Background: an optimization exercise with open tools, aiming at small area. Do not read the settings as production practice. Where RTL was checked, it was by simulation tests only, not by an equivalence proof against the original. The RTL of run 3 was laid out without a check of its function. Power and IR drop assume default switching activity.

[design/flow/config.mk]
export PLATFORM = sky130hd
export DESIGN_NAME = Segway
export DESIGN_NICKNAME = Segway
export VERILOG_FILES = /design/flow/design.v
export SDC_FILE = /design/flow/constraint.sdc
export NUM_CORES = 4
export LEC_CHECK = 0
export ABC_AREA = 1
export CAP_MARGIN = 20
export CORE_MARGIN = 2
export CORE_UTILIZATION = 55
export SLEW_MARGIN = 20
[design/flow/constraint.sdc]
create_clock -name core_clock -period 12.0 [get_ports {clk}]
set_input_delay 2.4000 -clock core_clock [delete_from_list [all_inputs] [get_ports {clk}]]
set_output_delay 2.4000 -clock core_clock [all_outputs]
set_load 0.01 [all_outputs]
[design/flow/design.v]
module rst_synch(RST_n, clk, rst_n);
input RST_n, clk;
output reg rst_n;
logic q1;  
always_ff @(negedge clk, negedge RST_n) begin
	if(!RST_n) begin
		q1 <= 1'b0;
		rst_n <= 1'b0;
	end
	else	begin
	    q1 <= 1'b1;
		rst_n <= q1;
	end
end
endmodule
module UART_rx(clk, rst_n, RX, clr_rdy, is_67, is_73, rdy);
input clk, rst_n, RX, clr_rdy;
output reg is_67, is_73;
output reg rdy;
logic start, shft;
logic [3:0] bit_cnt;
logic [11:0] baud_cnt;	 
logic IM_1, IM_2;
logic recieving;
logic state;			 
localparam [7:0] B67 = 8'h67;
localparam [7:0] B73 = 8'h73;
assign shft = (baud_cnt == 12'h1B1);
always_ff @(posedge clk) begin
	IM_1 <= RX;
	IM_2 <= IM_1;
end
wire [2:0] bidx = bit_cnt[2:0] - 3'd1;
wire dbit = (bit_cnt != 0) && (bit_cnt <= 8);
always_ff @(posedge clk) begin
	if (start) begin
		is_67 <= 1'b1;
		is_73 <= 1'b1;
	end else if (shft && dbit) begin
		is_67 <= is_67 & (IM_2 == B67[bidx]);
		is_73 <= is_73 & (IM_2 == B73[bidx]);
	end
end
always_ff @(posedge clk) begin
	if(start)
		baud_cnt <= 12'hE77;
	else if(shft)
		baud_cnt <= 12'h000;
	else if(recieving)
		baud_cnt <= {baud_cnt[10:0], ~(baud_cnt[11] ^ baud_cnt[5] ^ baud_cnt[3] ^ baud_cnt[0])};
end
always_ff @(posedge clk) begin
	if(start)
		bit_cnt <= 0;
	else if(shft)
		bit_cnt <= bit_cnt + 1;
end
assign start = !state & !IM_2;
assign recieving = state;
wire set_rdy = state & (bit_cnt == 10);
always_ff @ (posedge clk, negedge rst_n) begin
	if(!rst_n)
		state <= 1'b0;
	else if (start)
		state <= 1'b1;
	else if (set_rdy)
		state <= 1'b0;
end
always_ff @ (posedge clk, negedge rst_n) begin
	if(!rst_n) 
		rdy <= 1'b0;
	else if(clr_rdy)
		rdy <= 1'b0;
	else if(start)
		rdy <= 1'b0;
	else if(set_rdy)
		rdy <= 1'b1;
end
endmodule
module Auth_blk(clk, rst_n, RX, rider_off, pwr_up);
input clk, rst_n, RX, rider_off;
output reg pwr_up;
logic clr_rx_rdy, rx_rdy;
logic is_67, is_73;
UART_rx iUART(.clk, .rst_n, .RX, .clr_rdy(clr_rx_rdy), .is_67, .is_73, .rdy(rx_rdy));
typedef enum reg[1:0] {OFF,PWR1,PWR2} state_t;
state_t state, nxt_state;
always_ff @ (posedge clk, negedge rst_n) begin
	if(!rst_n)
		state <= OFF;
	else
		state <= nxt_state;
end
always_comb begin
	pwr_up = 0;
	clr_rx_rdy = 0;
	nxt_state = state;
	case(state)
		OFF:begin
			if(rx_rdy) begin
				if(is_67) begin
				    pwr_up = 1;
					nxt_state = PWR1;
				end
				clr_rx_rdy = 1;
			end
		end
		PWR1:begin
			pwr_up = 1;
			if(rx_rdy) begin
				if(is_73) 
					if(rider_off) begin
						nxt_state = OFF;
						pwr_up = 0;
					end
					else begin
						pwr_up = 1;
						nxt_state = PWR2;
					end
				clr_rx_rdy = 1;
			end
		end
		PWR2: begin 
			pwr_up = 1;
			if(rider_off) begin
				pwr_up = 0;
				nxt_state = OFF;
			end
			else if(rx_rdy) begin
				if(is_67) begin
					pwr_up = 1;
					nxt_state = PWR1;
				end
				clr_rx_rdy = 1;
			end
		end
		default: nxt_state = OFF;
	endcase 
end
endmodule
module SPI_mnrch #(parameter RW = 16) (clk, rst_n, MISO, wrt, SS_n, SCLK, done, rd_data, bit_cntr, init, bw, bin, bl, bld);
input clk, rst_n;
input MISO;
input wrt;
input bw, bin;
input bl;
input [7:0] bld;
output reg SS_n;
output SCLK;
output reg done;
output reg [RW-1:0] rd_data;
output reg [3:0] bit_cntr;
output init;
logic shft, smpl, ld_SCLK, init, done15, set_done, shift_im;
logic [3:0] SCLK_div;
logic MISO_smpl;
typedef enum reg[1:0] {IDLE,FRONT_PORCH, WORKHORSE, BACK_PORCH} state_t;
state_t state, nxt_state;
always_ff @(posedge clk) begin
	if(ld_SCLK)
		SCLK_div <= 4'b1011;
	else
		SCLK_div <= SCLK_div + 1;
end
assign SCLK = SCLK_div[3];
assign smpl = (SCLK_div == 4'b0111);
assign shift_im = (SCLK_div == 4'b1111);
always_ff @(posedge clk) begin
	if(smpl)
		MISO_smpl <= MISO;
end
always_ff @(posedge clk)
	if(shft | bw)
		rd_data[7:0] <= {rd_data[6:0], bw ? bin : MISO_smpl};
generate if (RW > 8) begin : hi
	always_ff @(posedge clk)
		if(shft | bl)
			rd_data[RW-1:8] <= bl ? bld[RW-5:4] : rd_data[RW-2:7];
end endgenerate
always_ff @(posedge clk) begin
	if(init)
		bit_cntr <= 4'h0;
	else if(bl)
		bit_cntr <= bld[3:0];
	else if(shft)
		bit_cntr <= bit_cntr + 1;
end
assign done15 = &bit_cntr;
always_ff @ (posedge clk, negedge rst_n) begin
	if(!rst_n)
		state <= IDLE;
	else
		state <= nxt_state;
end
always_comb begin
	init = 1'b0;
	ld_SCLK = 1'b0;
	set_done = 1'b0;
	shft = 1'b0;
	nxt_state = state;
	case (state)
		IDLE: begin
		    ld_SCLK = 1'b1;
			if(wrt) begin
				init = 1'b1;
				nxt_state = FRONT_PORCH;
			end	
		end
		FRONT_PORCH: begin 
			if(shift_im)
				nxt_state = WORKHORSE;
		end
		WORKHORSE: begin
			shft = shift_im;
			if(done15) begin
				nxt_state = BACK_PORCH;
			end
		end
		BACK_PORCH: begin
			if(shift_im) begin
			    shft = 1'b1;
				ld_SCLK = 1'b1;
				set_done = 1'b1;
			    nxt_state = IDLE;
			end
		end
	endcase
end
always_ff @ (posedge clk, negedge rst_n) begin
	if(!rst_n)
		SS_n <= 1'b1;
	else if(init)
		SS_n <= 1'b0;
	else if(set_done)
		SS_n <= 1'b1;
end
always_ff @ (posedge clk, negedge rst_n) begin
	if(!rst_n)
		done <= 1'b0;
	else if(init)
		done <= 1'b0;
	else if(set_done)
		done <= 1'b1;
end
endmodule
module inertial_integrator(clk, rst_n, vld, ptch_rt, AZ, ptch, win, step, cur, dl);
input clk, rst_n, vld;
input signed [15:0]ptch_rt;
input signed [15:0]AZ;
output signed [15:0]ptch;
input win;			 
input [5:0] step;	 
output cur;			 
input [7:0] dl;		 
localparam [15:0] AZ_K = 16'hFF60;	 
reg signed [26:0]ptch_int;
assign ptch = ptch_int[26:11];
reg sc;				 
reg [2:0] cy;		 
reg ybit;			 
wire lo = (step < 6'd16);
wire az_b = AZ[step[3:0]];
wire k_b = AZ_K[step[3:0]];
wire d1 = dl[0];
wire d3 = dl[2] & ((|step[5:2]) | (step[1] & step[0]));
wire d6 = dl[5] & ((|step[5:3]) | (step[2] & step[1]));
wire d8 = dl[7] & (|step[5:3]);
assign cur = lo ? (az_b ^ k_b ^ sc) : d1;
wire [5:0] pidx = step - 6'd13;
wire pb = (step < 6'd13) ? 1'b0 : (step > 6'd28) ? ~ptch[15] : ~ptch[pidx[3:0]];
wire [3:0] col = !cur + d3 + d6 + d8 + pb + cy;
always_ff @(posedge clk) begin
	if (!win) begin
		sc <= 1'b0;
		cy <= 3'b001;
	end else begin
		sc <= (az_b & k_b) | (az_b & sc) | (k_b & sc);
		cy <= col[3:1];
	end
	ybit <= col[0];
end
wire fus_pos = ~ybit;
wire w = ptch_rt[15] & ~|ptch_rt[14:7] & (ptch_rt[6:0] < 7'h50);
wire [26:0] nb = ~{{11{ptch_rt[15]}}, ptch_rt};
wire [26:0] kk = {{10{~fus_pos | w}}, ~fus_pos ^ w, {5{~fus_pos}}, 11'h451};
always @(posedge clk, negedge rst_n)
	if(!rst_n)
		ptch_int <= 0;
	else if(vld)
		ptch_int <= ptch_int + nb + kk;
endmodule
module inert_intf(clk,rst_n,ptch,ptch_rt,vld,SS_n,SCLK,
                  MOSI,MISO,INT,boot,win,dl_in,dl,azl_ld,azl_d,azl_q);
  parameter fast_sim = 1;
  input clk, rst_n;
  input MISO;
  input INT;
  output win;				 
  output dl_in;			 
  input [7:0] dl;			 
  output azl_ld;			 
  output [7:0] azl_d;
  input [7:0] azl_q;		 
  input boot;				 
  output signed [15:0] ptch;
  output signed [15:0] ptch_rt;
  output reg vld;
  output SS_n,SCLK,MOSI;
  reg [9:0] timer;			 
  reg [7:0] ptch_rt_h,ptch_rt_l;
  reg INT_ff1,INT_ff2;
  reg [2:0] cmd_id;			 
  logic wrt;
  logic clr_tmr;
  logic capture_ptchl,capture_ptchh;
  logic capture_AZl;
  wire done, init;
  wire [7:0] inert_data;
  wire [3:0] bit_cntr;
  wire signed [15:0] AZ;
  typedef enum reg [3:0] {INIT1,INIT2,INIT3,INIT4,WAIT,PTCHL,PTCHH,
                          AZL,AZH} state_t;
  state_t state,nxt_state;
  SPI_mnrch #(8) iSPI(.clk(clk),.rst_n(rst_n),.SS_n(SS_n),.SCLK(SCLK),
                  .MISO(MISO),.wrt(wrt),.done(done),
				  .rd_data(inert_data),.bit_cntr(bit_cntr),.init(init),
				  .bw(1'b0),.bin(1'b0),.bl(1'b0),.bld(8'h00));
  logic [15:0] cmd;
  always_comb
    case (cmd_id)
      3'd0: cmd = 16'h0D02;
      3'd1: cmd = 16'h1053;
      3'd2: cmd = 16'h1150;
      3'd3: cmd = 16'h1460;
      3'd4: cmd = 16'hA200;
      3'd5: cmd = 16'hA300;
      3'd6: cmd = 16'hAC00;
      default: cmd = 16'hAD00;
    endcase
  assign MOSI = cmd[~bit_cntr];
  always_ff @(posedge clk)
    if (init)
      cmd_id <= state[2:0];
  assign win = (state == AZH) && (&timer[9:6]);
  inertial_integrator iINT(.clk(clk), .rst_n(rst_n), .vld(vld),
                           .ptch_rt(ptch_rt), .AZ(AZ), .ptch(ptch),
                           .win(win), .step(timer[5:0]), .cur(dl_in), .dl(dl));
  always_ff @(posedge clk) begin
	  INT_ff1 <= INT;
	  INT_ff2 <= INT_ff1;
	end
  always_ff @(posedge clk,negedge rst_n)
    if (!rst_n)
	  state <= INIT1;
	else
	  state <= nxt_state;
  always_ff @(posedge clk, negedge rst_n)
    if (!rst_n)
	   timer <= 0;
	 else if (clr_tmr)
	   timer <= 0;
	 else
	   timer <= timer + 1;
  always_comb begin
    clr_tmr = 0;
    wrt = 0;
	capture_ptchl = 0;
	capture_ptchh = 0;
	capture_AZl = 0;
	vld = 0;
	nxt_state = INIT1;
	 case (state)
	   INIT1 : begin
		  if (boot) begin
		    wrt = 1;
		    nxt_state = INIT2;
		  end
	   end
	   INIT2 : begin
		  if (&timer) begin
		    wrt = 1;
		    nxt_state = INIT3;
		  end else
		    nxt_state = INIT2;
	   end
	   INIT3 : begin
		  if (&timer) begin
		    wrt = 1;
		    nxt_state = INIT4;
		  end else
		    nxt_state = INIT3;
	   end
	   INIT4 : begin
		  if (&timer) begin
		    wrt = 1;
		    nxt_state = WAIT;
		  end else 
		    nxt_state = INIT4;
	   end
	   WAIT : begin
	     if (INT_ff2) begin
		    wrt = 1;
		    clr_tmr = 1;
		    nxt_state = PTCHL;
		  end else
		    nxt_state = WAIT;
	   end
	   PTCHL : begin
		  capture_ptchl = done;
		  if (&timer) begin
		    wrt = 1;
		    nxt_state = PTCHH;
		  end else
		    nxt_state = PTCHL;
      end
	   PTCHH : begin
		  capture_ptchh = done;
		  if (&timer) begin
		    wrt = 1;
		    nxt_state = AZL;
		  end else
		    nxt_state = PTCHH;
      end
	   AZL : begin
		  capture_AZl = done;
		  if (&timer) begin
		    wrt = 1;
		    nxt_state = AZH;
		  end else
		    nxt_state = AZL;
      end
	   AZH : begin
		  if (&timer) begin
		    vld = 1;
		    nxt_state = WAIT;
		  end else
		    nxt_state = AZH;
      end
	   default : begin
	  	  clr_tmr = 1;
	     nxt_state = INIT1;
	   end
	 endcase
  end
  always_ff @(posedge clk, negedge rst_n)
    if (!rst_n)
	  ptch_rt_l <= 8'h00;
    else if (capture_ptchl)
	  ptch_rt_l <= inert_data;
  always_ff @(posedge clk, negedge rst_n)
    if (!rst_n)
	  ptch_rt_h <= 8'h00;
    else if (capture_ptchh)
	  ptch_rt_h <= inert_data;
  assign azl_ld = capture_AZl;
  assign azl_d = inert_data;
  assign AZ = {inert_data,azl_q};
  assign ptch_rt = {ptch_rt_h,ptch_rt_l};
endmodule
module PID(clk, rst_n, vld, pwr_up, rider_off, ptch, ptch_rt, PID_cntrl, ss_tmr);
	parameter fast_sim = 1;
	input clk, rst_n, vld, pwr_up, rider_off;
	input logic signed [15:0]ptch, ptch_rt;
	output logic signed [11:0]PID_cntrl;
	output [7:0]ss_tmr;
	logic signed [9:0] ptch_err_sat;
	logic signed [14:0]I_term;
	reg signed [17:0] integrator;
	wire signed [17:0]ptch_err_sat_sext;
	wire signed [17:0]I_mux1_mux2;
	wire signed[17:0]ptch_err_sat_sext_sum;
	wire I_overflow;
	logic signed [12:0]D_term_temp;
	logic signed [12:0]D_term;
	logic signed [15:0] I_term_sext, D_term_sext, PID_sum;
	reg [11:0] ss_pre;
	reg [7:0] ss_cnt;
	wire pre_wrap = (ss_pre == 12'h23F);
	always_ff @(posedge clk)begin
		if(!pwr_up) begin
			ss_cnt <= 8'h00;
			ss_pre <= 12'h000;
		end else if(!(&ss_cnt)) begin
			ss_pre <= pre_wrap ? 12'h000 : {ss_pre[10:0], ~(ss_pre[11] ^ ss_pre[5] ^ ss_pre[3] ^ ss_pre[0])};
			if (pre_wrap)
				ss_cnt <= ss_cnt + 1'b1;
		end
	end
	assign ss_tmr = ss_cnt;
	assign ptch_err_sat = (~ptch[15] && (|ptch[14:9]))?10'h1ff:
								(ptch[15] && !(&ptch[14:9]))? 10'h200:
								{ptch[15], ptch[8:0]};
	assign ptch_err_sat_sext = {{8{ptch_err_sat[9]}},ptch_err_sat};
	assign ptch_err_sat_sext_sum = ptch_err_sat_sext + integrator;
	assign I_overflow = (ptch_err_sat_sext[17] == integrator[17] && ptch_err_sat_sext_sum[17] != integrator[17])? 1:0;
	always_ff @(posedge clk)begin
		if(rider_off)
			integrator <= 0;
		else if(vld && !I_overflow)
			integrator <= ptch_err_sat_sext_sum;
	end
	generate if(fast_sim)begin
		assign I_term = (~integrator[17] && (|integrator[17:15]))? 15'h3fff:
						(integrator[17] && ~&integrator[17:15])? 15'h4000:
						integrator[15:1];
	end
	else begin
		assign I_term = {{3{integrator[17]}}, integrator[17:6]};
	end
	endgenerate
	assign D_term_temp = {{3{ptch_rt[15]}} ,ptch_rt[15:6]};
	assign D_term = ~D_term_temp;
	assign I_term_sext = {I_term[14],I_term};
	assign D_term_sext = {{3{D_term[12]}},D_term};
	assign PID_sum = {{6{ptch_err_sat[9]}}, ptch_err_sat} * 16'sd12 + I_term_sext + D_term_sext;
	always_ff @(posedge clk)
		PID_cntrl <= (~PID_sum[15] && (|PID_sum[14:11]))? 12'h7ff:
							(PID_sum[15] && !(&PID_sum[14:11]))? 12'h800:
							{PID_sum[15],PID_sum[10:0]};
endmodule
module SegwayMath(clk, PID_cntrl, ss_tmr, steer_sc, en_steer, pwr_up, lft_mag, lft_sgn, rght_mag, rght_sgn, too_fast);
input clk;
input signed [11:0] PID_cntrl;
input [7:0] ss_tmr;
input signed [9:0] steer_sc;	 
input en_steer, pwr_up;
output [10:0] lft_mag, rght_mag;
output lft_sgn, rght_sgn;
output reg too_fast;
logic signed [19:0] prod_cntrl_ss;
logic signed [11:0] PID_ss;
logic signed [12:0] lft_torque, rght_torque;
logic lft_fast, rght_fast;
wire [10:0] bx = {2'b00, ss_tmr, 1'b0};
wire [12:0] a1 = {PID_cntrl[11], PID_cntrl};
wire [12:0] a2 = {PID_cntrl, 1'b0};
wire [19:0] pp [0:4];
wire [4:0] ng;
genvar k;
generate for (k = 0; k < 5; k = k + 1) begin : booth
	wire b2 = bx[2*k+2], b1 = bx[2*k+1], b0 = bx[2*k];
	wire one = b1 ^ b0;
	wire two = (b2 & ~b1 & ~b0) | (~b2 & b1 & b0);
	assign ng[k] = b2 & ~(b1 & b0);
	wire [12:0] m = ({13{one}} & a1) | ({13{two}} & a2);
	wire [12:0] x = m ^ {13{ng[k]}};
	assign pp[k] = {{7{x[12]}}, x} << (2*k);
end endgenerate
wire [19:0] negs = {11'd0, ng[4], 1'b0, ng[3], 1'b0, ng[2], 1'b0, ng[1], 1'b0, ng[0]};
assign prod_cntrl_ss = pp[0] + pp[1] + pp[2] + pp[3] + pp[4] + negs;
assign PID_ss = prod_cntrl_ss[19:8];
wire signed [9:0] sp = en_steer ? steer_sc : 10'sd0;
assign lft_torque = PID_ss + sp;
assign rght_torque = PID_ss - sp;
shape iSL(.t(lft_torque), .pwr_up(pwr_up), .mag(lft_mag), .sgn(lft_sgn), .fast(lft_fast));
shape iSR(.t(rght_torque), .pwr_up(pwr_up), .mag(rght_mag), .sgn(rght_sgn), .fast(rght_fast));
always_ff @(posedge clk)
	too_fast <= lft_fast | rght_fast;
endmodule
module shape(input signed [12:0] t, input pwr_up, output [10:0] mag, output sgn, output fast);
	wire neg = t[12];
	wire [11:0] u = t[11:0] ^ {12{neg}};
	wire big = (u[11:6] != 6'd0) | (u[5:0] > (neg ? 6'd59 : 6'd60));
	wire [5:0] hi = u[11:6] + 6'd15;
	wire [10:0] mbig = (u[11:6] >= 6'd17) ? 11'h7FF : {hi[4:0], u[5:0]};
	wire [10:0] msmall = {u[6:0], {4{neg}}};
	assign mag = !pwr_up ? 11'h000 : big ? mbig : msmall;
	assign sgn = pwr_up & neg;
	assign fast = pwr_up & ~neg & (u > 12'd832);
endmodule
module balance_cntrl(clk,rst_n,vld,ptch,ptch_rt,pwr_up,rider_off,steer_sc,en_steer,lft_mag,lft_sgn,rght_mag,rght_sgn,too_fast);
parameter fast_sim = 1'b1;
input clk,rst_n;   
input vld;   
input [15:0] ptch;   
input [15:0] ptch_rt;   
input pwr_up;   
input rider_off;   
input signed [9:0] steer_sc;   
input en_steer;  
output [10:0] lft_mag, rght_mag;   
output lft_sgn, rght_sgn;   
output too_fast;   
logic [11:0] PID_cntrl;
logic [7:0] ss_tmr;
PID #(fast_sim) iPID(.clk(clk),.rst_n(rst_n),.vld(vld),.ptch(ptch),.ptch_rt(ptch_rt), .pwr_up(pwr_up),
					.rider_off(rider_off),.PID_cntrl(PID_cntrl), .ss_tmr(ss_tmr));
SegwayMath iSegwayMath(.clk(clk), .PID_cntrl(PID_cntrl), .ss_tmr(ss_tmr),.steer_sc(steer_sc), .en_steer(en_steer), 
						.pwr_up(pwr_up), .lft_mag, .lft_sgn, .rght_mag, .rght_sgn, .too_fast(too_fast));
endmodule
module steer_en_SM(clk,rst_n,tmr_full,sum_gt_min,sum_lt_min,diff_gt_1_4,
                   diff_gt_15_16,clr_tmr,en_steer,rider_off,steer_st);
 input clk;				 
  input rst_n;				 
  input tmr_full;			 
  input sum_gt_min;			 
  input sum_lt_min;			 
  input diff_gt_1_4;		 
  input diff_gt_15_16;		 
  output logic clr_tmr;		 
  output logic en_steer;	 
  output logic rider_off;	 
  output logic steer_st;	 
  typedef enum reg[1:0] {IDLE, RIDER_ON, STEER_ENABLED} state_t;
	state_t state, nxt_state;
	assign steer_st = (state == STEER_ENABLED);
  always_ff @(posedge clk, negedge rst_n) begin  
		if(!rst_n)
			state <= IDLE;
		else
			state <= nxt_state;
	end
  always_comb begin  
	nxt_state = state;
	clr_tmr = 1'b0;
	en_steer = 1'b0;
	rider_off = 1'b1;
	case(state)
		IDLE: begin 
				if(sum_gt_min) begin  
					rider_off = 1'b0;
					nxt_state = RIDER_ON;
					clr_tmr = 1'b1;
				end
			end	
		RIDER_ON: begin 
					if(sum_lt_min) begin  
						nxt_state = IDLE;
					end
					else if(~diff_gt_1_4 && tmr_full) begin 
						nxt_state = STEER_ENABLED;
						rider_off = 1'b0;
						en_steer = 1'b1;
						clr_tmr = 1'b1;
					end
					else if(~diff_gt_1_4) begin
						rider_off = 1'b0;
					end
					else if(tmr_full) begin
						rider_off = 1'b0;
						clr_tmr = 1'b1;
					end
					else begin  
						clr_tmr = 1'b0;
						rider_off = 1'b0;
					end
				end	
		STEER_ENABLED: begin
				if(sum_lt_min) begin  
					nxt_state = IDLE;
				end
				else if(diff_gt_15_16) begin
					nxt_state = RIDER_ON;
					clr_tmr = 1'b1;
					rider_off = 1'b0;
				end
				else begin  
					en_steer = 1'b1;
					rider_off = 1'b0;
				end
			end
		endcase
	end
endmodule
module steer_en(clk, rst_n, lft_ld, rght_ld, en_steer, rider_off);
	parameter fast_sim = 1;
	input clk, rst_n;
	input [11:0] lft_ld, rght_ld;
	output en_steer, rider_off;
	localparam MIN_RIDER_WT = 12'h200;
	localparam WT_HYSTERESIS = 8'h40;
	logic [12:0]sum;
	logic [11:0]diff;
	logic [11:0]sum_15_16;
	logic [11:0]thr;
	logic clr, full, steer_st, diff_gt;
	logic sum_lt_min, sum_gt_min;
	reg [15:0]tmr;		 
	assign sum = lft_ld + rght_ld;
	assign diff = lft_ld - rght_ld;
	assign sum_lt_min = (sum < MIN_RIDER_WT - WT_HYSTERESIS);
	assign sum_gt_min = (sum > MIN_RIDER_WT + WT_HYSTERESIS);
	wire [3:0] g = sum[3:1] + sum[3:2] + sum[3];
	assign sum_15_16 = {sum[11:4], g} - {3'b000, sum[12:4]};
	assign thr = steer_st ? sum_15_16 : {1'b0, sum[12:2]};
	wire neg = diff[11];
	wire [11:0] x = diff ^ {12{neg}};
	wire [12:0] cmp = {1'b0, x} + {1'b0, ~thr} + neg;
	assign diff_gt = cmp[12];
	always @(posedge clk)
		if(clr)
			tmr <= '0;
		else
			tmr <= {tmr[14:0], ~(tmr[15] ^ tmr[14] ^ tmr[12] ^ tmr[3])};
	assign full = (tmr == 16'hD577);
	steer_en_SM SM(.clk, .rst_n, .clr_tmr(clr), .tmr_full(full), .sum_gt_min, .sum_lt_min,
	               .diff_gt_1_4(diff_gt), .diff_gt_15_16(diff_gt), .rider_off, .en_steer, .steer_st);
endmodule
module PWM11(clk, rst_n, cnt, duty, en, PWM_sig);
input clk, rst_n;
input [10:0] cnt;
input [10:0] duty;
input en;			 
output reg PWM_sig;
always_ff @(posedge clk)
	PWM_sig <= en & (cnt < duty);
endmodule
module mtr_drv(clk,rst_n,lft_mag_in,lft_sgn_in,rght_mag_in,rght_sgn_in,OVR_I_lft,OVR_I_rght,PWM1_lft,
               PWM2_lft,PWM1_rght,PWM2_rght);
  input clk,rst_n;
  input [10:0] lft_mag_in, rght_mag_in;
  input lft_sgn_in, rght_sgn_in;
  input OVR_I_lft, OVR_I_rght;
  output PWM1_lft, PWM2_lft, PWM1_rght, PWM2_rght;
  reg [10:0] cnt;
  reg [10:0] lft_mag, rght_mag;
  reg lft_sgn, rght_sgn, lft_sgn_nxt, rght_sgn_nxt;
  reg spd_vld;
  reg OVR_I_ff1,OVR_I_ff2,OVR_I_ff3;
  reg OVR_I_shtdwn;
  reg [6:0] OVR_I_cnt;
  reg [3:0] PWM_cycle_cnt;
  reg OVR_I_inc_blank_n;
  wire PWM_lft,PWM_rght;
  wire PWM_synch, pre_synch;
  wire OVR_I_rise;
  wire OVR_I_blank_n;
  always_ff @(posedge clk, negedge rst_n)
    if(!rst_n) 
      cnt <= 11'h000;
    else 
      cnt <= cnt + 1;
  assign PWM_synch = &cnt;
  assign pre_synch = (cnt == 11'h7FE);
  assign OVR_I_blank_n = |cnt[10:8];
  always_ff @(posedge clk, negedge rst_n)
    if (!rst_n)
      spd_vld <= 1'b0;
    else if (pre_synch)
      spd_vld <= 1'b1;
  always_ff @(posedge clk)
    if (pre_synch) begin
	   lft_mag <= lft_mag_in;
	   rght_mag <= rght_mag_in;
      lft_sgn_nxt <= lft_sgn_in;
      rght_sgn_nxt <= rght_sgn_in;
    end
  always_ff @(posedge clk)
    if (PWM_synch) begin
	   lft_sgn <= lft_sgn_nxt;
	   rght_sgn <= rght_sgn_nxt;
	 end
  PWM11 iPWM_lft(.clk(clk), .rst_n(rst_n), .cnt(cnt), .duty(lft_mag), .en(spd_vld), .PWM_sig(PWM_lft)); 
  PWM11 iPWM_rght(.clk(clk), .rst_n(rst_n), .cnt(cnt), .duty(rght_mag), .en(spd_vld), .PWM_sig(PWM_rght));
  always_ff @(posedge clk, negedge rst_n)
    if (!rst_n) begin
	  OVR_I_ff1 <= 1'b0;
	  OVR_I_ff2 <= 1'b0;
	  OVR_I_ff3 <= 1'b0;
	end else begin
	  OVR_I_ff1 <= OVR_I_blank_n & (OVR_I_lft | OVR_I_rght);
	  OVR_I_ff2 <= OVR_I_ff1;
	  OVR_I_ff3 <= OVR_I_ff2;
	end
  assign OVR_I_rise = OVR_I_ff2 & ~OVR_I_ff3;
  always_ff @(posedge clk, negedge rst_n)
    if (!rst_n)
      OVR_I_cnt <= 7'h00;
    else if (OVR_I_rise & OVR_I_inc_blank_n)
      OVR_I_cnt <= OVR_I_cnt + 1;
    else if ((&PWM_cycle_cnt) & PWM_synch & (|OVR_I_cnt))
	  OVR_I_cnt <= OVR_I_cnt - 1;
  always_ff @(posedge clk)
    if (PWM_synch)
	  OVR_I_inc_blank_n <= 1'b1;
	else if (OVR_I_rise)
	  OVR_I_inc_blank_n <= 1'b0;
  always_ff @(posedge clk, negedge rst_n)
    if (!rst_n)
	  PWM_cycle_cnt <= 4'h0;
	else if (PWM_synch)
	  PWM_cycle_cnt <= PWM_cycle_cnt + 1;
  always_ff @(posedge clk, negedge rst_n)
    if (!rst_n)
	  OVR_I_shtdwn <= 1'b0;
	else if (&OVR_I_cnt)
	  OVR_I_shtdwn <= 1'b1;
  wire off = OVR_I_ff2 | ~OVR_I_inc_blank_n | OVR_I_shtdwn;
  assign PWM1_lft = ~off & ~lft_sgn & PWM_lft;
  assign PWM2_lft = ~off & lft_sgn & PWM_lft;
  assign PWM1_rght = ~off & ~rght_sgn & PWM_rght;
  assign PWM2_rght = ~off & rght_sgn & PWM_rght;
endmodule
module A2D_intf(input clk, rst_n, MISO, nxt, dl_en, dl_in, bl,
				input [7:0] bld,
				output [7:0] dl, bq,
				output reg[11:0] lft_ld, rght_ld,
				output reg signed [9:0] steer_sc,
				output reg batt11,
				output SS_n, SCLK, MOSI);
logic wrt, done, update, init;
logic [11:0] rd_data;
logic [3:0] bit_cntr;
logic[1:0] counter;
logic [11:0] steer_pot_limited, m;
logic signed [7:0] q;
logic signed [9:0] steer_scaled;
assign steer_pot_limited = (rd_data < 12'h200) ? 12'h200 :
                           (rd_data > 12'hE00) ? 12'hE00 :
                           rd_data;
assign m = steer_pot_limited + 12'd1;
assign q = {~m[11], m[10:4]};
assign steer_scaled = {q[7], q, 1'b0} + {{2{q[7]}}, q} + m[3];
SPI_mnrch #(12) iSPI(.clk, .rst_n, .MISO, .wrt, .SCLK, .SS_n, .done, .rd_data, .bit_cntr, .init,
                     .bw(dl_en), .bin(dl_in), .bl(bl), .bld(bld));
assign dl = rd_data[7:0];
assign bq = {rd_data[11:8], bit_cntr};
always_ff @(posedge clk, negedge rst_n) begin
	if(!rst_n) lft_ld <= 12'h000;
	else if(counter == 0 && update) lft_ld <= rd_data;
end
always_ff @(posedge clk, negedge rst_n) begin
	if(!rst_n) rght_ld <= 12'h000;
	else if(counter == 1 && update) rght_ld <= rd_data;
end
always_ff @(posedge clk, negedge rst_n) begin
	if(!rst_n) steer_sc <= -10'sd288;		 
	else if(counter == 2 && update) steer_sc <= steer_scaled;
end
always_ff @(posedge clk, negedge rst_n) begin
	if(!rst_n) batt11 <= 1'b0;
	else if(counter == 3 && update) batt11 <= rd_data[11];
end
always_ff @(posedge clk, negedge rst_n) begin
	if(!rst_n) counter <= 0;
	else if(update) counter <= counter + 1;
end
assign MOSI = (bit_cntr == 4'd2) ? (counter != 0) :
              (bit_cntr == 4'd3) ? (counter == 3) :
              (bit_cntr == 4'd4) ? (counter == 2) : 1'b0;
typedef enum reg[1:0] {IDLE, WRITE, READ, WAIT} state_t;
state_t state, nxt_state;
always_ff @(posedge clk, negedge rst_n) begin
	if(!rst_n) state <= IDLE;
	else state <= nxt_state;
end
always_comb begin
	wrt = 0;
	update = 0;
	nxt_state = state;
	case(state)
		IDLE: begin
			if(nxt) begin
				nxt_state = WRITE;
				wrt = 1;
			end
		end
		WRITE: begin
			if(done) begin
				nxt_state = WAIT;
			end
		end
		WAIT: begin
			wrt = 1;
			nxt_state = READ;
		end
		READ: begin
			if(done) begin
				update = 1;
				nxt_state = IDLE;
			end
		end
	endcase
end
endmodule
module piezo_drv(input clk, input rst_n, input en_steer, input too_fast, input batt_low, output piezo, output piezo_n, output boot);
parameter fast_sim = 1'b1;
logic [18:0] note_tmr;		 
logic [8:0] freq_tmr;		 
logic [21:0] repeat_tmr;	 
logic note_tmr_full, repeat_full, rst_note_dur;
logic freq_full;
logic [8:0] half;
typedef enum reg[2:0] {IDLE, NOTE1, NOTE2, NOTE3, NOTE4, NOTE5, NOTE6} state_nm;
state_nm state, nxt_state;
wire [21:0] repeat_nxt = {repeat_tmr[20:0], ~(repeat_tmr[21] ^ repeat_tmr[20])};
assign repeat_full = (repeat_tmr == 22'h38C82B);
assign boot = (repeat_tmr == 22'h3878F7);
always_ff @(posedge clk, negedge rst_n) begin
	if(!rst_n)
		repeat_tmr <= '0;
	else if(repeat_full)
		repeat_tmr <= '0; 
	else
		repeat_tmr <= repeat_nxt;
end
always_ff @(posedge clk) begin
	if(rst_note_dur | note_tmr_full)
		note_tmr <= '0;
	else
		note_tmr <= note_tmr + 1'b1;
end
always_ff @(posedge clk) begin
	if (freq_full || rst_note_dur)
		freq_tmr <= '0;
	else
		freq_tmr <= freq_tmr + 1'b1;	
end
assign piezo = (freq_tmr >= half);
assign piezo_n = ~piezo;
always_ff @(posedge clk, negedge rst_n) begin
	if(!rst_n) 
		state <= IDLE;
	else
		state <= nxt_state;
end
always_comb begin
	nxt_state = state;
	rst_note_dur = 1'b0;
	freq_full = (freq_tmr >= 9'd297);
	half = 9'd149;
	note_tmr_full = note_tmr[17];
	case(state)
		IDLE: begin
			if(too_fast)
				nxt_state = NOTE1;
			else if(repeat_full) begin
				if(batt_low)
					nxt_state = NOTE6;
				else if(en_steer)
					nxt_state = NOTE1;
			end
			rst_note_dur = 1'b1;
		end
		NOTE1: begin
			freq_full = (freq_tmr >= 9'd499);
			half = 9'd250;
			if(note_tmr_full) begin
				if(too_fast)
					nxt_state = NOTE2;
				else if(batt_low)
					nxt_state = IDLE;
				else if(en_steer)
					nxt_state = NOTE2;
				else 
					nxt_state = IDLE;
			end
		end
		NOTE2: begin
			freq_full = (freq_tmr >= 9'd374);
			half = 9'd187;
			if(note_tmr_full) begin
				if(too_fast)
					nxt_state = NOTE3;
				else if(batt_low)
					nxt_state = NOTE1;
				else if(en_steer)
					nxt_state = NOTE3;
				else 
					nxt_state = IDLE;
			end
		end
		NOTE3: begin
			if(note_tmr_full) begin
				if(too_fast)
					nxt_state = NOTE1;
				else if(batt_low)
					nxt_state = NOTE2;
				else if(en_steer)
					nxt_state = NOTE4;
				else 
					nxt_state = IDLE;
			end
		end
		NOTE4: begin
			freq_full = (freq_tmr >= 9'd250);
			half = 9'd125;
			note_tmr_full = note_tmr[17] & note_tmr[16];
			if(note_tmr_full) begin
				if(batt_low)
					nxt_state = NOTE3;
				else if(en_steer)
					nxt_state = NOTE5;
				else 
					nxt_state = IDLE;
			end
		end
		NOTE5: begin
			note_tmr_full = note_tmr[16];
			if(note_tmr_full) begin
				if(batt_low)
					nxt_state = NOTE4;
				else if(en_steer)
					nxt_state = NOTE6;
				else 
					nxt_state = IDLE;
			end
		end
		NOTE6: begin
			freq_full = (freq_tmr >= 9'd250);
			half = 9'd125;
			note_tmr_full = note_tmr[18];
			if(note_tmr_full) begin
				if(batt_low)
					nxt_state = NOTE5;
				else
					nxt_state = IDLE;
			end
		end
		default: ;
	endcase
end
endmodule
module Segway(clk,RST_n,INERT_SS_n,INERT_MOSI,INERT_SCLK,
              INERT_MISO,INERT_INT,A2D_SS_n,A2D_MOSI,A2D_SCLK,
			  A2D_MISO,PWM1_lft,PWM2_lft,PWM1_rght,PWM2_rght,
			  OVR_I_lft,OVR_I_rght,piezo_n,piezo,RX);
  input clk,RST_n;
  input INERT_MISO;						 
  input A2D_MISO;						 
  input INERT_INT;						 
  input OVR_I_lft,OVR_I_rght;			 
  input RX;								 
  output A2D_SS_n, INERT_SS_n;			 
  output A2D_MOSI, INERT_MOSI;			 
  output A2D_SCLK, INERT_SCLK;			 
  output PWM1_lft, PWM2_lft;  			 
  output PWM1_rght,PWM2_rght;			 
  output piezo_n,piezo;					 
  logic rst_n;							 
  logic vld;								 
  logic [15:0] ptch;						 
  logic [15:0] ptch_rt;
  logic [10:0] lft_mag, rght_mag;		 
  logic lft_sgn, rght_sgn;				 
  logic lft_rev, rght_rev;				 
  logic [11:0] lft_ld, rght_ld;		 
  logic batt11;							 
  logic signed [9:0] steer_sc;			 
  logic norm_mode;						 
  logic en_steer;						 
  logic rider_off;						 
  logic batt_low;
  logic too_fast;
  logic fus_win, fus_bit;				 
  logic [7:0] fus_dl;					 
  logic azl_ld;							 
  logic [7:0] azl_q;					 
  logic [7:0] inert_byte;				 
  logic boot;							 
  logic pwr_up;							 
  localparam BATT_THRES = 12'h800;
  localparam fast_sim = 1;
  Auth_blk iAuth(.clk(clk),.rst_n(rst_n),.RX(RX),.rider_off(rider_off),.pwr_up(pwr_up));
  inert_intf #(fast_sim) iNEMO(.clk(clk),.rst_n(rst_n),.ptch(ptch),.ptch_rt(ptch_rt),
                   .vld(vld),.SS_n(INERT_SS_n),.SCLK(INERT_SCLK),
				   .MOSI(INERT_MOSI),.MISO(INERT_MISO),
				   .INT(INERT_INT),.boot(boot),.win(fus_win),.dl_in(fus_bit),.dl(fus_dl),
				   .azl_ld(azl_ld),.azl_d(inert_byte),.azl_q(azl_q));
  balance_cntrl #(fast_sim) iBAL(.clk(clk),.rst_n(rst_n),.vld(vld),.ptch(ptch),
                     .ptch_rt(ptch_rt),.pwr_up(pwr_up),.rider_off(rider_off),
					 .steer_sc(steer_sc),.en_steer(en_steer),.lft_mag(lft_mag),.lft_sgn(lft_sgn),
					 .rght_mag(rght_mag),.rght_sgn(rght_sgn),.too_fast(too_fast));
  steer_en #(fast_sim) iSTR(.clk(clk),.rst_n(rst_n),.lft_ld(lft_ld),
                            .rght_ld(rght_ld),
							.en_steer(en_steer),.rider_off(rider_off));
  mtr_drv iDRV(.clk(clk),.rst_n(rst_n),.lft_mag_in(lft_mag),.lft_sgn_in(lft_sgn),
               .rght_mag_in(rght_mag),.rght_sgn_in(rght_sgn),.PWM1_lft(PWM1_lft),.PWM2_lft(PWM2_lft),
			   .PWM1_rght(PWM1_rght),.PWM2_rght(PWM2_rght),
			   .OVR_I_lft(OVR_I_lft),.OVR_I_rght(OVR_I_rght));
  A2D_intf iA2D(.clk(clk),.rst_n(rst_n),.nxt(vld),.dl_en(fus_win),.dl_in(fus_bit),.dl(fus_dl),
                .bl(azl_ld),.bld(inert_byte),.bq(azl_q),.lft_ld(lft_ld),.rght_ld(rght_ld),
                .batt11(batt11),.steer_sc(steer_sc),.SS_n(A2D_SS_n),.SCLK(A2D_SCLK),
				.MOSI(A2D_MOSI),.MISO(A2D_MISO));
  assign batt_low = ~batt11;		 
  piezo_drv #(fast_sim) iBUZZ(.clk(clk),.rst_n(rst_n),.en_steer(en_steer),.too_fast(too_fast),
              .batt_low(batt_low),.piezo(piezo),.piezo_n(piezo_n),.boot(boot));
  rst_synch iRST(.clk(clk),.RST_n(RST_n),.rst_n(rst_n));
endmodule
[design/flow/flow/run.sh]
#!/bin/bash
set -euo pipefail
export FLOW_FLOW_DIR=$(cd "$(dirname "${BASH_SOURCE[0]}")" && pwd)
CTS_SIZE=${CTS_SIZE:-32}
CTS_DIAM=${CTS_DIAM:-90}
{ cat "$FLOW_FLOW_DIR/abc_override.tcl"; cat synth_recipe.tcl; } > my_synth.tcl
bash standard.sh SYNTH_SCRIPT=$PWD/my_synth.tcl \
  "SYNTH_OPERATIONS_ARGS=-extra-map $FLOW_FLOW_DIR/lcu_ripple.v" \
  ADDER_MAP_FILE= \
  "CTS_ARGS=-sink_clustering_enable -repair_clock_nets -sink_clustering_size $CTS_SIZE -sink_clustering_max_diameter $CTS_DIAM -buf_list sky130_fd_sc_hd__clkbuf_16 -dont_use_dummy_load" \
  "BUFFER_PORTS_ARGS=-buffer_cell sky130_fd_sc_hd__buf_1" \
  finish > flow.log 2>&1
[design/flow/flow/abc_override.tcl]
# Map with an area-oriented ABC script instead of the flow's default one.
# Only the combinational mapping changes; the registers are mapped before.
proc abc {args} {
  set i [lsearch -exact $args -script]
  if { $i >= 0 } {
    set args [lreplace $args [expr {$i + 1}] [expr {$i + 1}] $::env(FLOW_FLOW_DIR)/area.abc]
  }
  yosys abc {*}$args
}
[design/flow/flow/area.abc]
strash
dc2
dch -f
amap
strash
&get -n
&deepsyn -T 60
&put
dch -f
amap
topo
[design/flow/flow/lcu_ripple.v]
(* techmap_celltype = "$lcu" *)
module _80_lcu_ripple (P, G, CI, CO);
	parameter WIDTH = 2;
	(* force_downto *)
	input [WIDTH-1:0] P, G;
	input CI;
	(* force_downto *)
	output [WIDTH-1:0] CO;
	genvar i;
	generate for (i = 0; i < WIDTH; i = i + 1) begin : g
		if (i == 0)
			assign CO[i] = G[i] | (P[i] & CI);
		else
			assign CO[i] = G[i] | (P[i] & CO[i-1]);
	end endgenerate
endmodule
[design/flow/standard.sh]
#!/bin/bash
# synth_recipe.tcl (not shown) runs the flow's synth.tcl, then flattens the netlist and writes it again
# the make line also repeats each setting of config.mk as NAME=value (left out here)
make -C /OpenROAD-flow-scripts/flow DESIGN_CONFIG=/design/flow/config.mk WORK_HOME=/design/flow/orfs CLKGATE_MAP_FILE= SYNTH_SCRIPT=/design/flow/synth_recipe.tcl "${@:-finish}"
==> results of run 1 <==
==> state kept, by name, summed over array words and instances, names as in the netlist, 12 cells and up <==
| signal | cells |
|---|---|
| iBAL.iPID.integrator | 18 |
| iA2D.rght_ld | 12 |
| iBUZZ.note_tmr | 19 |
| iSTR.tmr | 16 |
| iAuth.iUART.baud_cnt | 12 |
| iBAL.iPID.PID_cntrl | 12 |
| iNEMO.iINT.ptch_int | 27 |
| iA2D.iSPI.rd_data | 12 |
| iA2D.lft_ld | 12 |
| iBUZZ.repeat_tmr | 22 |
| iBAL.iPID.ss_pre | 12 |
==> kinds of logic (layout without fill, tap and decap cells) <==
kind of cell,Yosys count,count (layout),share of synthesized area [%]
AOI/OAI and AO/OA,974,974,28.7
other,1,1,0.0181
and+or+nand+nor,1181,1181,24.1
xor gates and xnor gates,3,3,0.127
DFF,356,356,40.8
buffers and inverters,341,387,6.17
==> worst register-to-register path: cells and delay by family (launching register included) <==
kind / cells / cell delay [ns]
and+or+nand+nor: 33 / 4.37
DFF: 1 / 0.36
buffers and inverters: 7 / 1.21
AOI/OAI and AO/OA: 28 / 4.50
==> power by group through the flow <==
stage | Combinational, W | Clock (W) | Sequential, W
floorplan | 0.000221 | 0 | 0.00135
global placement | 0.000284 | 0 | 0.00136
detailed placement | 0.000295 | 0 | 0.00136
CTS | 0.000295 | 0.000669 | 0.00133
global route | 0.000338 | 0.000705 | 0.00134
finish | 0.000293 | 0.000642 | 0.00134
==> metal layers <==
| metal | GRT usage, % | up-vias |
|---|---|---|
| met2 | 44.5 | 403 |
| met3 | 2.83 | 78 |
| li1 | - | 10267 |
| met5 | 0 | - |
| met4 | 6.46 | 0 |
| met1 | 34.1 | 8894 |
==> cell type report <==
cell class / count / area, µm²
Clock buffer: 18 / 450
Fill cell: 3484 / 15300
Inverter: 329 / 1240
Multi-Input combinational cell: 2159 / 11000
Sequential cell: 356 / 8470
Tap cell: 511 / 639
Timing Repair Buffer: 40 / 241
==> cell usage after synthesis (8+ instances only) <==
library cell    n
nand3_1        26
or2_0          13
nor2b_1        39
or4_1          11
dfrtp_1       156
a22oi_1        33
a31oi_1        26
o22ai_1       121
edfxtp_1       51
o21a_1         39
a221oi_1       15
nor3_1         93
and3_1         27
nand2_1       254
a21o_1         15
a21oi_1       260
nor2_1        649
nor4_1         16
o21bai_1        8
o21ai_0       293
o32ai_1        22
o22a_1         14
nand4_1        18
o31ai_1         8
and2_0         19
clkinv_1      329
dfxtp_1       141
o221ai_1       10
buf_1          12
o221a_1        15
a211oi_1       48
==> worst min-delay path by stage <==
stage	from	endpoint	slack, ns	cells after the start
4_1_cts	iRST.q1$_DFF_NN0_	iRST.rst_n$_DFF_NN0_	0.31	0
5_1_grt	iRST.q1$_DFF_NN0_	iRST.rst_n$_DFF_NN0_	0.31	0
6_report	iRST.q1$_DFF_NN0_	iRST.rst_n$_DFF_NN0_	0.31	0
3_5_place_dp	iRST.q1$_DFF_NN0_	iRST.rst_n$_DFF_NN0_	0.31	0
3_3_place_gp	iRST.q1$_DFF_NN0_	iRST.rst_n$_DFF_NN0_	0.30	0
2_1_floorplan	iRST.q1$_DFF_NN0_	iRST.rst_n$_DFF_NN0_	0.29	0
==> metrics by stage <==
| step | cell area (µm²) | hold WS (ns) | utilization, % |
|---|---|---|---|
| 6_report | 22100 | 0.309 | 59.0 |
| 5_1_grt | 22100 | 0.309 | 59.0 |
| 4_1_cts | 22000 | 0.309 | 58.9 |
| 3_5_place_dp | 21600 | 0.308 | 57.6 |
| 3_3_place_gp | 21600 | 0.299 | 57.6 |
| 2_1_floorplan | 20700 | 0.292 | - |
==> repair_timing <==
| action | 4_1_cts | 5_1_grt |
|---|---|---|
| setup endpoints to repair | 0 | 23 |
| buffers inserted | 0 | 3 |
| resized for setup | 0 | 18 |
| hold buffers | 0 | 0 |
==> impl_metrics.json, run 1 <==
{
  "cp_slowest_cell": "dfrtp_1",
  "finalWorstSetupSlack_ns": 1.29,
  "syn_nets": 2864,
  "ir_worst_vdd_mv": 0.144,
  "crit_family": "compound AO/OA/AOI/OAI gates",
  "cp-startpoint": "iA2D.rght_ld[1]$_DFFE_PN0P_",
  "swShare_pct": 26.7,
  "fin_crit_ns": 10.71,
  "cts_max_level": 1,
  "power_switching_w": 0.000607,
  "io_pins": 20,
  "worstHoldPathType": "reg -> reg",
  "max_slew_margin_pct": 37.7,
  "detail-route-antenna-nets": 0,
  "syn_area_um2": 20700,
  "antenna_found_initial": 0,
  "layout_commonest_cell": "nor2_1",
  "coreArea_um2": 37400,
  "status": "timing/DRC/antenna clean",
  "combPwrFrac_pct": 12.9,
  "clock_latency_ns": 0.58,
  "synth-edff-count": 51,
  "cap_viol_max_count": 0,
  "top_layer": "met4",
  "required_ns": 12.28,
  "drc": 0,
  "totalPowerFinal_w": 0.00227,
  "cts.sinks": 356,
  "syn2layout_area_growth_pct": 6.48,
  "n_antenna_cell": 0,
  "hold_viol_final": 0,
  "preCtsSetupSlack_ns": 0.635,
  "grt_pass1_wl_um": 83500,
  "cts_buffer_depth": 3,
  "finalCritPeriodShare_pct": 89.2,
  "netlist.area_leader.share_pct": 18.8,
  "fmax_ghz": 0.0934,
  "nets": 2912,
  "startpoint_type": "register",
  "cts_made_buffers": 18,
  "synth.area.top_cells": "dfrtp_1 19%, dfxtp_1 14%, nor2_1 12%",
  "placementRows": 71,
  "synthFlopType": "dfrtp_1",
  "drt-wirelength-per-cell_um": 14.8,
  "die_area_um2": 39300,
  "drt_iter0_drc": 1551,
  "ff2ff_setup_slack_ns": 1.29,
  "most-common-layout-cells": "648 x nor2_1, 326 x clkinv_1, 287 x o21ai_0",
  "synth_warnings": 15,
  "ys_types": 57,
  "path_clk_slew_ns": 0.11,
  "tightestPinTransition_ns": 0.935,
  "worstSetupPathType": "reg -> reg",
  "io_buffers": 19,
  "internal-power_w": 0.00166,
  "wl_met1_um": 23200,
  "met3WireLength_um": 2310,
  "grt_setup_unrepaired": "false",
  "worstRegToRegCells": 68,
  "pwr-share-clk_pct": 28.3,
  "finalSetupTns_ns": 0,
  "dp_cells": 3392,
  "regToRegStartpoint": "iA2D.rght_ld[1]$_DFFE_PN0P_",
  "cp.depth": 68,
  "drtPass1Iterations": 6,
  "grt_max_degree": 163,
  "end_kind": "register",
  "clock_skew_ns": 0.120,
  "crit_top_cell": "nor2_1",
  "grt_use_total_pct": 25.6,
  "tritoncts": "yes",
  "cp_max_fo": 13,
  "overflow": 0,
  "syn-instance-count": 2856,
  "synth.avg_cell_area_um2": 7.26,
  "initial_utilization_pct": 55.4,
  "slew_viol_final": 0,
  "synthArstFlopShare_pct": 46.1,
  "max_stage_delay_ns": 0.36,
  "cts-root-buf": "clkbuf_16",
  "crit_buf_inv": 7,
  "place_congestion": 0.932,
  "synth.largest_area_cell": "dfrtp_1",
  "drt-total-wl_um": 50400,
  "vias_per_cell": 5.76,
  "die_x_um": 198,
  "grt_pass1_vias": 17595,
  "drive_above_1_share_pct": 2.03,
  "seq_area_frac_synth_pct": 40.8,
  "p_leak_nw": 8.26,
  "wl_met2_um": 23700,
  "ys_seq_elements": 356,
  "pwr-share-seq_pct": 58.8,
  "die_y_um": 198,
  "stdcell_count": 3413,
  "endpoint": "iDRV.rght_mag[4]$_SDFFCE_PN0N_",
  "worstPathArrival_ns": 10.99,
  "vias": 19642,
  "worstReg2RegEnd": "iDRV.rght_mag[4]$_SDFFCE_PN0N_",
  "place_hpwl_um": 38300,
  "setup_viol": 0,
  "power_density_nw_per_um2": 103
}
==> run 2: changes to the inputs <==
--- a/design/flow/flow/run.sh
+++ b/design/flow/flow/run.sh
@@ -3,4 +3,4 @@
 export FLOW_FLOW_DIR=$(cd "$(dirname "${BASH_SOURCE[0]}")" && pwd)
-CTS_SIZE=${CTS_SIZE:-32}
-CTS_DIAM=${CTS_DIAM:-90}
+CTS_SIZE=${CTS_SIZE:-25}
+CTS_DIAM=${CTS_DIAM:-80}
 { cat "$FLOW_FLOW_DIR/abc_override.tcl"; cat synth_recipe.tcl; } > my_synth.tcl
==> impl_metrics.json, run 2 <==
{
  "timing.hold.ws_ns": 0.307,
  "syn-instance-count": 2856,
  "end_kind": "register",
  "yosysMostFrequentCell": "nor2_1",
  "drc": 0,
  "fmax_ghz": 0.0939,
  "setup_viol": 0,
  "cp.depth": 68,
  "grt_pass1_wl_um": 83600,
  "p_leak_nw": 8.32,
  "synth-edff-count": 51,
  "syn_area_um2": 20700,
  "cts_buffer_depth": 3,
  "cap_viol_max_count": 0,
  "synth.avg_cell_area_um2": 7.26,
  "tightestPinTransition_ns": 0.957,
  "fillers": 3472,
  "synth-xor-area-share_pct": 0.127,
  "finalSetupTns_ns": 0,
  "worstRegToRegCells": 68,
  "die_x_um": 198,
  "tritoncts": "yes",
  "seq_area_frac_synth_pct": 40.8,
  "drtPass1Iterations": 6,
  "initial_utilization_pct": 55.4,
  "synthFlopType": "dfrtp_1",
  "slew_viol_final": 0,
  "io_buffers": 19,
  "synth_warnings": 15,
  "layout_commonest_cell": "nor2_1",
  "die_y_um": 198,
  "grt_setup_unrepaired": "false",
  "placementRows": 71,
  "grt_use_total_pct": 25.6,
  "max_stage_delay_ns": 0.36,
  "detail-route-antenna-nets": 0,
  "nets": 2917,
  "overflow": 0,
  "worstSetupPathType": "reg -> reg",
  "top_register": "iNEMO.iINT.ptch_int",
  "n_antenna_cell": 0,
  "place_hpwl_um": 38300,
  "required_ns": 12.25,
  "gr-usage-met3_pct": 2.45,
  "most-common-layout-cells": "648 x nor2_1, 326 x clkinv_1, 287 x o21ai_0",
  "totalPowerFinal_w": 0.00235,
  "hold_viol_final": 0,
  "antenna_found_initial": 0,
  "synth.largest_area_cell": "dfrtp_1",
  "netlist.area_leader.share_pct": 18.8,
  "cts.sinks": 356,
  "vias": 19734,
  "worstPathArrival_ns": 10.90,
  "reg_top3": "iNEMO.iINT.ptch_int (27), iBUZZ.repeat_tmr (22), iBUZZ.note_tmr (19)",
  "synth_top_cells_by_count": "649 x nor2_1, 329 x clkinv_1, 293 x o21ai_0, 260 x a21oi_1, 254 x nand2_1",
  "worstHoldPathType": "reg -> reg",
  "vias_per_cell": 5.77,
  "syn2layout_area_growth_pct": 7.13,
  "syn_nets": 2864,
  "synthAdderAreaFrac_pct": 0,
  "clock_latency_ns": 0.57,
  "finalCritPeriodShare_pct": 88.7,
  "ys_types": 57,
  "max_slew_margin_pct": 36.2,
  "power_density_nw_per_um2": 106,
  "grt_max_degree": 163,
  "worstReg2RegEnd": "iDRV.rght_mag[1]$_SDFFCE_PN0N_",
  "drt_iter0_drc": 1371,
  "ir_worst_vdd_mv": 0.103,
  "startpoint_type": "register",
  "cts-root-buf": "clkbuf_16",
  "coreArea_um2": 37400,
  "clock_skew_ns": 0.0786,
  "regArea_um2": 8470,
  "synth-simple-area-share_pct": 24.1,
  "preCtsSetupSlack_ns": 0.635,
  "cp_max_fo": 13,
  "endpoint": "iDRV.rght_mag[1]$_SDFFCE_PN0N_",
  "finalWorstSetupSlack_ns": 1.35,
  "cp-startpoint": "iA2D.rght_ld[1]$_DFFE_PN0P_",
  "ys_seq_elements": 356,
  "status": "timing/DRC/antenna clean",
  "crit_top_cell": "nor2_1",
  "fin_crit_ns": 10.65,
  "cts_max_level": 1,
  "crit_family": "compound AO/OA/AOI/OAI gates",
  "ff2ff_setup_slack_ns": 1.35,
  "gr-usage-met2_pct": 44.2,
  "multiInputGateArea_um2": 11000,
  "synth_compound_area_share_pct": 28.7,
  "grt_pass1_vias": 17625,
  "synthArstFlopShare_pct": 46.1,
  "drive_above_1_share_pct": 2.27,
  "cp_slowest_cell": "dfrtp_1",
  "largest_register_ffs": 27,
  "synth_top_family_by_area": "compound AO/OA/AOI/OAI gates",
  "place_congestion": 0.932,
  "regToRegStartpoint": "iA2D.rght_ld[1]$_DFFE_PN0P_",
  "synth.area.top_cells": "dfrtp_1 19%, dfxtp_1 14%, nor2_1 12%",
  "io_pins": 20,
  "postCtsHoldBufs": 0,
  "drt-total-wl_um": 50600,
  "grt_most_used_layer": "met2",
  "synth.area.mux_share_pct": 0,
  "crit_buf_inv": 6,
  "cts_made_buffers": 23,
  "path_clk_slew_ns": 0.09,
  "drt-wirelength-per-cell_um": 14.8,
  "met1_usage_pct": 34.4,
  "die_area_um2": 39300
}
[run 2: changes by cell type in the layout (fill, tap and decap cells not counted), sizes merged]
cell	delta
clkbuf	+5
[run 2: metrics by stage]
stage / cells / cell area [µm²] / utilization [%]
floorplan: 2856 / 20700 / -
global placement: 3392 / 21600 / 57.6
detailed placement: 3392 / 21600 / 57.6
CTS: 3415 / 22100 / 59.2
global route: 3418 / 22200 / 59.4
finish: 3418 / 22200 / 59.4
[run 2: cell families after synthesis]
family,Yosys count
and+or+nand+nor,1181
xor gates and xnor gates,3
buffers and inverters,341
AOI/OAI and AO/OA,974
other,1
DFF,356
[run 2: what timing repair did]
action                                  CTS  global route
resized for setup                         0            20
setup buffers                             0             3
endpoints found under the setup margin    0            23
[run 2: worst register-to-register path: cells and delay by family (launching register included)]
| family | cells | cell delay, ns |
|---|---|---|
| buf+inv | 6 | 1.06 |
| flops | 1 | 0.36 |
| simple gates | 33 | 4.39 |
| compound gates | 29 | 4.55 |
[run 2: area by class of cell]
type / instances / area share (%)
multi-input combinational: 2159 / 49.7
sequential: 356 / 38.1
inverter: 329 / 5.59
tap: 511 / 2.88
clock buffer: 23 / 2.59
timing repair buffer: 40 / 1.09
[run 2: worst min-delay path by stage]
| stage | start | to | slack [ns] | depth (start not counted) |
|---|---|---|---|---|
| 2_1_floorplan | iRST.q1$_DFF_NN0_ | iRST.rst_n$_DFF_NN0_ | 0.29 | 0 |
| 3_3_place_gp | iRST.q1$_DFF_NN0_ | iRST.rst_n$_DFF_NN0_ | 0.30 | 0 |
| 3_5_place_dp | iRST.q1$_DFF_NN0_ | iRST.rst_n$_DFF_NN0_ | 0.31 | 0 |
| 4_1_cts | iRST.q1$_DFF_NN0_ | iRST.rst_n$_DFF_NN0_ | 0.31 | 0 |
| 5_1_grt | iRST.q1$_DFF_NN0_ | iRST.rst_n$_DFF_NN0_ | 0.31 | 0 |
| 6_report | iRST.q1$_DFF_NN0_ | iRST.rst_n$_DFF_NN0_ | 0.31 | 0 |
[run 2: power breakdown]
part	internal (W)	leakage, nW	total, W	switching [W]
Combinational	0.000110	4.31	0.000294	0.000184
Sequential	0.00128	3.73	0.00134	0.0000516
Clock	0.000339	0.283	0.000724	0.000384
Total	0.00173	8.32	0.00235	0.000620
[run 2: layer usage]
| layer | share of wire, % | vias to the layer above |
|---|---|---|
| li1 | - | 10286 |
| met1 | 46 | 8949 |
| met2 | 47 | 437 |
| met3 | 4.5 | 62 |
| met4 | 2.0 | 0 |
| met5 | 0 | - |
==> run 3: changes to the inputs <==
--- a/design/flow/design.v
+++ b/design/flow/design.v
@@ -255,3 +255,4 @@
 localparam [15:0] AZ_K = 16'hFF60;	 
-reg signed [26:0]ptch_int;
+reg [26:0]ptch_int_n;
+wire [26:0]ptch_int = ~ptch_int_n;
 assign ptch = ptch_int[26:11];
@@ -287,5 +288,5 @@
 	if(!rst_n)
-		ptch_int <= 0;
+		ptch_int_n <= 27'h7FFFFFF;
 	else if(vld)
-		ptch_int <= ptch_int + nb + kk;
+		ptch_int_n <= ~(ptch_int + nb + kk);
 endmodule
@@ -463,3 +464,5 @@
 	input logic signed [15:0]ptch, ptch_rt;
-	output logic signed [11:0]PID_cntrl;
+	output signed [11:0]PID_cntrl;
+	reg [11:0] PID_cntrl_n;
+	assign PID_cntrl = ~PID_cntrl_n;
 	output [7:0]ss_tmr;
@@ -467,3 +470,4 @@
 	logic signed [14:0]I_term;
-	reg signed [17:0] integrator;
+	reg [17:0] integrator_n;
+	wire signed [17:0] integrator = ~integrator_n;
 	wire signed [17:0]ptch_err_sat_sext;
@@ -475,4 +479,6 @@
 	logic signed [15:0] I_term_sext, D_term_sext, PID_sum;
-	reg [11:0] ss_pre;
-	reg [7:0] ss_cnt;
+	reg [11:0] ss_pre_n;
+	reg [7:0] ss_cnt_n;
+	wire [11:0] ss_pre = ~ss_pre_n;
+	wire [7:0] ss_cnt = ~ss_cnt_n;
 	wire pre_wrap = (ss_pre == 12'h23F);
@@ -480,8 +486,8 @@
 		if(!pwr_up) begin
-			ss_cnt <= 8'h00;
-			ss_pre <= 12'h000;
+			ss_cnt_n <= 8'hFF;
+			ss_pre_n <= 12'hFFF;
 		end else if(!(&ss_cnt)) begin
-			ss_pre <= pre_wrap ? 12'h000 : {ss_pre[10:0], ~(ss_pre[11] ^ ss_pre[5] ^ ss_pre[3] ^ ss_pre[0])};
+			ss_pre_n <= ~(pre_wrap ? 12'h000 : {ss_pre[10:0], ~(ss_pre[11] ^ ss_pre[5] ^ ss_pre[3] ^ ss_pre[0])});
 			if (pre_wrap)
-				ss_cnt <= ss_cnt + 1'b1;
+				ss_cnt_n <= ~(ss_cnt + 1'b1);
 		end
@@ -497,5 +503,5 @@
 		if(rider_off)
-			integrator <= 0;
+			integrator_n <= 18'h3FFFF;
 		else if(vld && !I_overflow)
-			integrator <= ptch_err_sat_sext_sum;
+			integrator_n <= ~ptch_err_sat_sext_sum;
 	end
@@ -516,5 +522,5 @@
 	always_ff @(posedge clk)
-		PID_cntrl <= (~PID_sum[15] && (|PID_sum[14:11]))? 12'h7ff:
+		PID_cntrl_n <= ~((~PID_sum[15] && (|PID_sum[14:11]))? 12'h7ff:
 							(PID_sum[15] && !(&PID_sum[14:11]))? 12'h800:
-							{PID_sum[15],PID_sum[10:0]};
+							{PID_sum[15],PID_sum[10:0]});
 endmodule
@@ -714,3 +720,3 @@
   output PWM1_lft, PWM2_lft, PWM1_rght, PWM2_rght;
-  reg [10:0] cnt;
+  wire [10:0] cnt;
   reg [10:0] lft_mag, rght_mag;
@@ -727,7 +733,9 @@
   wire OVR_I_blank_n;
+  reg [10:0] cnt_n;
   always_ff @(posedge clk, negedge rst_n)
     if(!rst_n) 
-      cnt <= 11'h000;
+      cnt_n <= 11'h7FF;
     else 
-      cnt <= cnt + 1;
+      cnt_n <= ~(cnt + 1'b1);
+  assign cnt = ~cnt_n;
   assign PWM_synch = &cnt;
==> design/flow/flow/run.sh (replaced) <==
#!/bin/bash
set -euo pipefail
export FLOW_FLOW_DIR=$(cd "$(dirname "${BASH_SOURCE[0]}")" && pwd)
CTS_SIZE=${CTS_SIZE:-18}
CTS_DIAM=${CTS_DIAM:-70}
{ cat "$FLOW_FLOW_DIR/abc_override.tcl"; cat synth_recipe.tcl; } > my_synth.tcl
bash standard.sh SYNTH_SCRIPT=$PWD/my_synth.tcl \
  "SYNTH_OPERATIONS_ARGS=-extra-map $FLOW_FLOW_DIR/lcu_ripple.v" \
  ADDER_MAP_FILE= \
  "CTS_ARGS=-sink_clustering_enable -repair_clock_nets -sink_clustering_size $CTS_SIZE -sink_clustering_max_diameter $CTS_DIAM -buf_list sky130_fd_sc_hd__clkbuf_8 -dont_use_dummy_load" \
  "BUFFER_PORTS_ARGS=-buffer_cell sky130_fd_sc_hd__buf_1" \
  finish > flow.log 2>&1
==> impl_metrics.json, run 3 <==
{
  "worstHoldPathType": "reg -> reg",
  "most-common-layout-cells": "542 x nor2_1, 341 x o21ai_0, 330 x nand2_1",
  "power_switching_w": 0.000473,
  "vias_per_cell": 5.76,
  "die_area_um2": 39700,
  "tritoncts": "yes",
  "placementRows": 71,
  "cts_made_buffers": 30,
  "overflow": 0,
  "pwr-share-clk_pct": 30.6,
  "n_antenna_cell": 0,
  "finalCritPeriodShare_pct": 90.6,
  "top_register": "iNEMO.iINT.ptch_int_n",
  "fin_crit_ns": 10.87,
  "largest_register_ffs": 27,
  "cts-root-buf": "clkbuf_8",
  "cp_max_fo": 15,
  "ys_types": 59,
  "pwr-share-seq_pct": 64.3,
  "worstPathArrival_ns": 11.23,
  "layout_commonest_cell": "nor2_1",
  "cap_viol_max_count": 0,
  "synth_warnings": 15,
  "detail-route-antenna-nets": 0,
  "cp-startpoint": "iBAL.iPID.ss_cnt_n[1]$_SDFFE_PN1P_",
  "regToRegStartpoint": "iBAL.iPID.ss_cnt_n[1]$_SDFFE_PN1P_",
  "io_pins": 20,
  "drtPass1Iterations": 5,
  "cts_max_level": 1,
  "tightestPinTransition_ns": 1.12,
  "crit_family": "compound AO/OA/AOI/OAI gates",
  "max_stage_delay_ns": 0.40,
  "fmax_ghz": 0.0920,
  "hold_viol_final": 0,
  "crit_top_cell": "nor2_1",
  "die_x_um": 199,
  "required_ns": 12.35,
  "cts_buffer_depth": 3,
  "p_leak_nw": 8.15,
  "grt_pass1_wl_um": 85100,
  "syn_nets": 2877,
  "power_density_nw_per_um2": 88.0,
  "syn_area_um2": 21000,
  "synthArstFlopShare_pct": 46.1,
  "min_from": "iRST.q1$_DFF_NN0_",
  "vias": 19912,
  "end_kind": "register",
  "place_area_um2": 21900,
  "startpoint_type": "register",
  "stdcell_area_um2": 22500,
  "synth.area.top_cells": "dfrtp_1 14%, dfxtp_1 13%, nor2_1 9.9%",
  "drc": 0,
  "utilization_pct": 59.9,
  "drt_iter0_drc": 1386,
  "path_clk_slew_ns": 0.09,
  "internal-power_w": 0.00151,
  "cts.sinks": 356,
  "syn-instance-count": 2869,
  "coreArea_um2": 37600,
  "grt_pass1_vias": 18416,
  "drt-total-wl_um": 50300,
  "crit_buf_inv": 5,
  "yosysMostFrequentCell": "nor2_1",
  "status": "timing/DRC/antenna clean",
  "seq_area_frac_synth_pct": 40.6,
  "syn2layout_area_growth_pct": 7.36,
  "synth-edff-count": 51,
  "ys_seq_elements": 356,
  "place_congestion": 0.903,
  "gr-usage-met2_pct": 44.6,
  "ir_worst_vdd_mv": 0.0965
}
## run 3: power by group through the flow
stage | Sequential, W | Clock, W | Combinational [W]
after floorplan | 0.00130 | 0 | 0.0000739
after global placement | 0.00130 | 0 | 0.0000996
after detailed placement | 0.00130 | 0 | 0.000103
after CTS | 0.00127 | 0.000631 | 0.000103
after global routing | 0.00128 | 0.000667 | 0.000119
final | 0.00127 | 0.000605 | 0.000102
## run 3: through the flow
step                      total power, W  worst slack [ns]  instances  hold slack, ns
final                            0.00198              1.13       3458           0.305
after global routing             0.00206           -0.0564       3458           0.307
after CTS                        0.00201            0.0112       3445           0.308
after detailed placement         0.00140            0.0797       3415           0.307
after global placement           0.00140             0.567       3415           0.298
after floorplan                  0.00137             0.184       2869           0.292
## run 3: worst reg2reg max path: cells and delay by family (launching register included)
kind / cells / cell delay, ns
simple gates: 35 / 4.04
buf+inv: 5 / 0.78
flops: 1 / 0.40
compound gates: 37 / 5.40
## run 3: timing repair
| action | in CTS | in global routing |
|---|---|---|
| endpoints found under the setup margin | 0 | 24 |
| hold buffers | 0 | 0 |
| buffers inserted | 0 | 12 |
| hold endpoints to repair | 0 | 0 |
| gates resized for setup | 0 | 54 |
## run 3: logic make-up (layout without fill, tap and decap cells)
logic type	count (synthesis)	after routing	share of synthesized area [%]
buffers and inverters	312	390	5.59
flip-flops	356	356	40.6
other	1	1	0.0179
AO/OA/AOI/OAI	1065	1065	30.9
XOR/XNOR	1	1	0.0418
AND/OR/NAND/NOR	1134	1134	22.8
## run 3: final cells by class
cell class	count	area, µm²	share of cell area [%]
Inverter	300	1130	5.04
Sequential cell	356	8520	37.9
Timing Repair Buffer	59	384	1.71
Tap cell	511	639	2.84
Clock buffer	30	413	1.84
Multi-Input combinational cell	2201	11400	50.7
Timing Repair inverter	1	5.00	0.0222
## run 3: final timing paths
path                       slack (ns)                               to  cells past startpoint
min                              0.31             iRST.rst_n$_DFF_NN0_                      0
max                              1.13   iDRV.rght_mag[4]$_SDFFCE_PN0N_                     77
max in group asynchronous        4.38                iRST.q1$_DFF_NN0_                      1
max reg2reg                      1.13   iDRV.rght_mag[4]$_SDFFCE_PN0N_                     77
min in group asynchronous        6.44  iNEMO.iSPI.state[0]$_DFFE_PN0P_                      1
min reg2reg                      0.31             iRST.rst_n$_DFF_NN0_                      0
## run 3: layer usage
metal	vias up	wire length (µm)	share of wire, %
met3	84	1670	3.3
met4	0	1170	2.3
met5	-	0	0
li1	10424	-	-
met1	9034	23900	47
met2	370	23600	47
